This design comes from an exercise in tuning for small area and a short achievable clock period on the open sky130 flow, not from production work.
Where RTL was checked, it was by simulation tests only, not by an equivalence proof against the original.
No activity file was given, so power comes from the tool's default toggle rates.

Setup of tundra:
==> flow/design.v (excerpt) <==
module multiplier (
    input clk,
    input rst,
    input start,
    input [31:0] A,
    input [31:0] B,
    input [7:0] Physical_address_in,
    input [31:0] PC_in,
    output [63:0] Product,
    output reg done,
    output reg [7:0] Physical_address_out,
    output reg [31:0] PC_out
);
For scale: roughly 3600 cells after synthesis, roughly 210 I/O pins, roughly 32000 sq um of cells after synthesis.
clock: 5.0 ns
lec_check: 0
cap_margin: 20
core_margin: 2
core_utilization: 40
setup_slack_margin: 1.0
slew_margin: 20
synth_hierarchical: 1
synth_minimum_keep_size: 0
run.sh (not shown) runs the stock make flow with config.mk's settings and CLKGATE_MAP_FILE= SYNTH_SCRIPT=/design/flow/synth_recipe.tcl, a recipe that flattens the netlist after the stock synthesis.
tundra did not stop at any stage, and its layout met the timing, DRC and antenna checks.
--- input diff tundra..lagoon ---
- SETUP_SLACK_MARGIN now 1.4, was 1.0
==> flow/flow/run.sh (new file) <==
#!/bin/bash
# Layout flow: the standard ORFS flow (standard.sh) with extra ORFS
# settings read from flow/knobs.txt (one VAR=value per line).
set -euo pipefail
knobs=()
while IFS= read -r line; do
  [[ -z "$line" || "$line" == \#* ]] && continue
  knobs+=("$line")
done < flow/knobs.txt
bash standard.sh "${knobs[@]}" finish > standard.log 2>&1
==> flow/flow/knobs.txt (new file) <==
BUFFER_PORTS_ARGS=-buffer_cell sky130_fd_sc_hd__buf_4
==> flow/standard.sh (new file) <==
#!/bin/bash
# synth_recipe.tcl (not shown) runs the flow's synth.tcl, then flattens the netlist and writes it again
# the make line also repeats each setting of config.mk as NAME=value (left out here)
make -C /OpenROAD-flow-scripts/flow DESIGN_CONFIG=/design/flow/config.mk WORK_HOME=/design/flow/orfs CLKGATE_MAP_FILE= SYNTH_SCRIPT=/design/flow/synth_recipe.tcl "${@:-finish}"
removed: flow/run.sh
Results
lagoon vs. tundra: number of max-slew violations in the final report ~0 delta, global-route usage grew by 0.51 points, part of the power in the clock network saw a decrease, net count of the finished layout went down by 28. Reported for lagoon and tundra, buffering stage count on the worst path with inverters included turned out identical to the last digit.
Function was not checked in any run of this note: the RTL went through the layout flow alone.


multiplier, a different RTL version from the one above (not shown whole).
Size in the first run: roughly 2800 cells after synthesis.
clock: 5.0 ns
lec_check: 0
cap_margin: 20
core_margin: 2
core_utilization: 40
setup_slack_margin: 0.6
slew_margin: 20
synth_hierarchical: 1
synth_minimum_keep_size: 0
standard.sh (not shown) runs the stock make flow with config.mk's settings and CLKGATE_MAP_FILE= SYNTH_SCRIPT=/design/flow/synth_recipe.tcl, a recipe that flattens the netlist after the stock synthesis.
==> flow/flow/run.sh <==
#!/bin/bash
# Layout flow: the standard ORFS flow (standard.sh) with extra ORFS
# settings read from flow/knobs.txt (one VAR=value per line; @FLOW@ stands
# for this flow folder). Its output goes to standard.log.
set -euo pipefail
flowdir="$(pwd)/flow"
knobs=()
while IFS= read -r line; do
  [[ -z "$line" || "$line" == \#* ]] && continue
  knobs+=("${line//@FLOW@/$flowdir}")
done < flow/knobs.txt
bash standard.sh "${knobs[@]}" finish > standard.log 2>&1
==> flow/flow/downsize.tcl <==
# Start the layout from the smallest drive strength of every logic cell that
# synthesis sized up; the flow's timing repair then sizes up what needs it.
set n 0
foreach inst [[ord::get_db_block] getInsts] {
  set m [[$inst getMaster] getName]
  if {![regexp {^(sky130_fd_sc_hd__[a-z0-9]+)_([0-9]+)$} $m -> base size]} { continue }
  if {$size <= 1} { continue }
  if {[string match "*df*" $base] || [string match "*conb*" $base] || [string match "*clk*" $base]} { continue }
  set small [get_lib_cells -quiet ${base}_1]
  if {$small == ""} { continue }
  replace_cell [$inst getName] $small
  incr n
}
puts "downsize: $n cells set to drive strength 1"
==> flow/flow/knobs.txt <==
BUFFER_PORTS_ARGS=-buffer_cell sky130_fd_sc_hd__buf_1
PRE_FLOORPLAN_TCL=@FLOW@/downsize.tcl
The starting point completed with no timing, DRC or antenna violations.
Change:
--- a/flow/flow/downsize.tcl
+++ b/flow/flow/downsize.tcl
@@ -6,5 +6,5 @@
   if {![regexp {^(sky130_fd_sc_hd__[a-z0-9]+)_([0-9]+)$} $m -> base size]} { continue }
   if {$size <= 1} { continue }
-  if {[string match "*df*" $base] || [string match "*conb*" $base] || [string match "*clk*" $base]} { continue }
+  if {[string match "*df*" $base] || [string match "*conb*" $base] || [string match "*clk*" $base] || [string match "*maj3*" $base]} { continue }
   set small [get_lib_cells -quiet ${base}_1]
   if {$small == ""} { continue }
What happened:
- flip-flop and latch count does not change
- via count is about the same
- final area drops by 0.87%
- critical path depth went up by 3
- final cell count falls by 0.69%
- first-iteration DRC count decreases by 2.3%
- worst setup slack is better by 0.051 ns
- die area increases by 0.79%
- routed wire length rises by 1.7%
- clock-buffer cell count is higher by 1
- synthesized cell count stays the same
No run of this note included a check of the RTL's function; only the layout flow was run.


run 1:
multiplier, a different RTL version from the one above (not shown whole).
Size: roughly 2700 cells after synthesis, about 210 I/O pins.
==> flow/config.mk <==
export PLATFORM = sky130hd
export DESIGN_NAME = multiplier
export DESIGN_NICKNAME = multiplier
export VERILOG_FILES = /design/flow/design.v
export SDC_FILE = /design/flow/constraint.sdc
export NUM_CORES = 8
export LEC_CHECK = 0
export CAP_MARGIN = 20
export CORE_MARGIN = 2
export CORE_UTILIZATION = 40
export PLACE_DENSITY = 0.7
export SETUP_SLACK_MARGIN = 0.65
export SLEW_MARGIN = 20
export SYNTH_HIERARCHICAL = 1
export SYNTH_MINIMUM_KEEP_SIZE = 0
==> flow/constraint.sdc <==
create_clock -name core_clock -period 5.0 [get_ports {clk}]
set_input_delay 1.0000 -clock core_clock [delete_from_list [all_inputs] [get_ports {clk}]]
set_output_delay 1.0000 -clock core_clock [all_outputs]
set_load 0.01 [all_outputs]
==> flow/flow/downsize.tcl <==
# Start the layout from the smallest drive strength of every logic cell that
# synthesis sized up; the flow's timing repair then sizes up what needs it.
set n 0
foreach inst [[ord::get_db_block] getInsts] {
  set m [[$inst getMaster] getName]
  if {![regexp {^(sky130_fd_sc_hd__[a-z0-9]+)_([0-9]+)$} $m -> base size]} { continue }
  if {$size <= 1} { continue }
  if {[string match "*df*" $base] || [string match "*conb*" $base] || [string match "*clk*" $base] || [string match "*maj3*" $base]} { continue }
  set small [get_lib_cells -quiet ${base}_1]
  if {$small == ""} { continue }
  replace_cell [$inst getName] $small
  incr n
}
puts "downsize: $n cells set to drive strength 1"
Scripts as last shown in full above: flow/flow/run.sh, flow/flow/knobs.txt
Modified inputs, run 2 compared to run 1
- a change of SETUP_SLACK_MARGIN from 0.65 to 0.6
==> comparison <==
Relative to run 1, run 2 improves total length of routed wires. Fraction of final layout cells sized beyond drive strength 1 (lower): run 2. Non-clock buffer count | run 2 below run 1. Looking at cell area after layout across both flows, run 2 is the stronger of the two, with run 1 trailing. Total number of nets in the final design: run 1 vs run 2 — no meaningful difference. Wire length of the first global-routing pass delta (run 2 − run 1): favourable. Power drawn by the sequential cells essentially unchanged between run 1 and run 2. Run 1 → run 2: largest net degree at the start of global routing went up; shortest period the worst path allows saw an increase; power shows no meaningful change. Comparing final cell count for run 1 and run 2, the bigger number came from run 1.
No functional check of the RTL was part of any run of this note.


## run H
Another version of the RTL of multiplier (not shown whole).
For scale: about 2800 cells after synthesis.
export LEC_CHECK = 0
export CAP_MARGIN = 5
export CORE_MARGIN = 2
export CORE_UTILIZATION = 40
export SETUP_SLACK_MARGIN = 1.0
export SLEW_MARGIN = 5
export SYNTH_HIERARCHICAL = 1
export SYNTH_MINIMUM_KEEP_SIZE = 0
create_clock -name core_clock -period 5.0 [get_ports {clk}]
==> flow/flow/downsize.tcl <==
# Start the layout from the smallest drive strength of every logic cell that
# synthesis sized up; the flow's timing repair then sizes up what needs it.
set n 0
foreach inst [[ord::get_db_block] getInsts] {
  set m [[$inst getMaster] getName]
  if {![regexp {^(sky130_fd_sc_hd__[a-z0-9]+)_([0-9]+)$} $m -> base size]} { continue }
  if {$size <= 1} { continue }
  if {[string match "*df*" $base] || [string match "*conb*" $base] || [string match "*clk*" $base]} { continue }
  set small [get_lib_cells -quiet ${base}_1]
  if {$small == ""} { continue }
  replace_cell [$inst getName] $small
  incr n
}
puts "downsize: $n cells set to drive strength 1"
Scripts as last shown in full above: flow/flow/run.sh, flow/flow/knobs.txt
Testbench counts of run H, summed over its fixed seeds: latency 24,000, ops 24,000.
#### Input delta (run D over run H)
# run H
export LEC_CHECK = 0
export CAP_MARGIN = 5
export CORE_MARGIN = 2
export CORE_UTILIZATION = 40
export SETUP_SLACK_MARGIN = 1.0
export SLEW_MARGIN = 5
export SYNTH_HIERARCHICAL = 1
export SYNTH_MINIMUM_KEEP_SIZE = 0
create_clock -name core_clock -period 5.0 [get_ports {clk}]
# run D
export LEC_CHECK = 0
export CAP_MARGIN = 20
export CORE_MARGIN = 2
export CORE_UTILIZATION = 40
export SETUP_SLACK_MARGIN = 1.1
export SLEW_MARGIN = 20
export SYNTH_HIERARCHICAL = 1
export SYNTH_MINIMUM_KEEP_SIZE = 0
create_clock -name core_clock -period 5.0 [get_ports {clk}]
[summary]
- Comparing multi-input gate area in the final layout for run H and run D, the bigger number came from run D.
- Run D vs run H — pin count of the biggest net entering global routing climbed by a little under 10%
- The clock period minus final worst setup slack number comes out lower for run H vs run D.
- Diff run H -> run D: internal power increased about 12%, routed wire length has increased, post-route standard cell area excluding fillers grew by 5.3%, total power draw saw an increase.
- The worst path required time of run D falls short of that of run H by 1400 ps.
- On worst setup slack, the lower figure sits with run D, not run H.

-- port drivers added, routing unchanged --
The flow's constraints put no driver on any port. The routed layouts listed below were extracted and timed again, unchanged, in two steps.
Step 1 sets driving cells, clkbuf_16 on the clock port and buf_2 on the other inputs (assumed; they add their load-dependent delay and slew).
Step 2, shift: input delay + t, output delay - t, t = (earliest + latest rising clock arrival at the registers) / 2. This alone moves slack from input paths to output paths.
Three values: ideal ports, drivers, drivers and shift; two values: the first two.
| run | t, ns | slack for setup (ns) | worst setup path after step 2 | latest minus earliest clock arrival (ns) |
|---|---|---|---|---|
| tundra | 0.499 | 1.021 / 0.967 / 0.545 | input to register | 0.016 / 0.016 |
| lagoon | 0.507 | 1.064 / 1.073 / 0.566 | input to register | 0.011 / 0.012 |
| the first run of note 2 | 0.495 | 0.684 / 0.681 / 0.186 | input to register | 0.027 / 0.028 |
| the second run of note 2 | 0.534 | 0.735 / 0.686 / 0.191 | input to register | 0.025 / 0.025 |
| run 1 | 0.566 | 0.728 / 0.689 / 0.123 | input to register | 0.016 / 0.016 |
| run 2 | 0.554 | 0.710 / 0.686 / 0.132 | input to register | 0.031 / 0.031 |
| run H | 0.575 | 1.004 / 0.973 / 0.418 | input to register | 0.023 / 0.023 |
| run D | 0.578 | 0.998 / 0.931 / 0.403 | input to register | 0.024 / 0.024 |
After both steps every run listed still meets setup and hold. The setup slack of run 1, which loses most, moves by -0.039 ns with the drivers and by -0.605 ns with both steps.
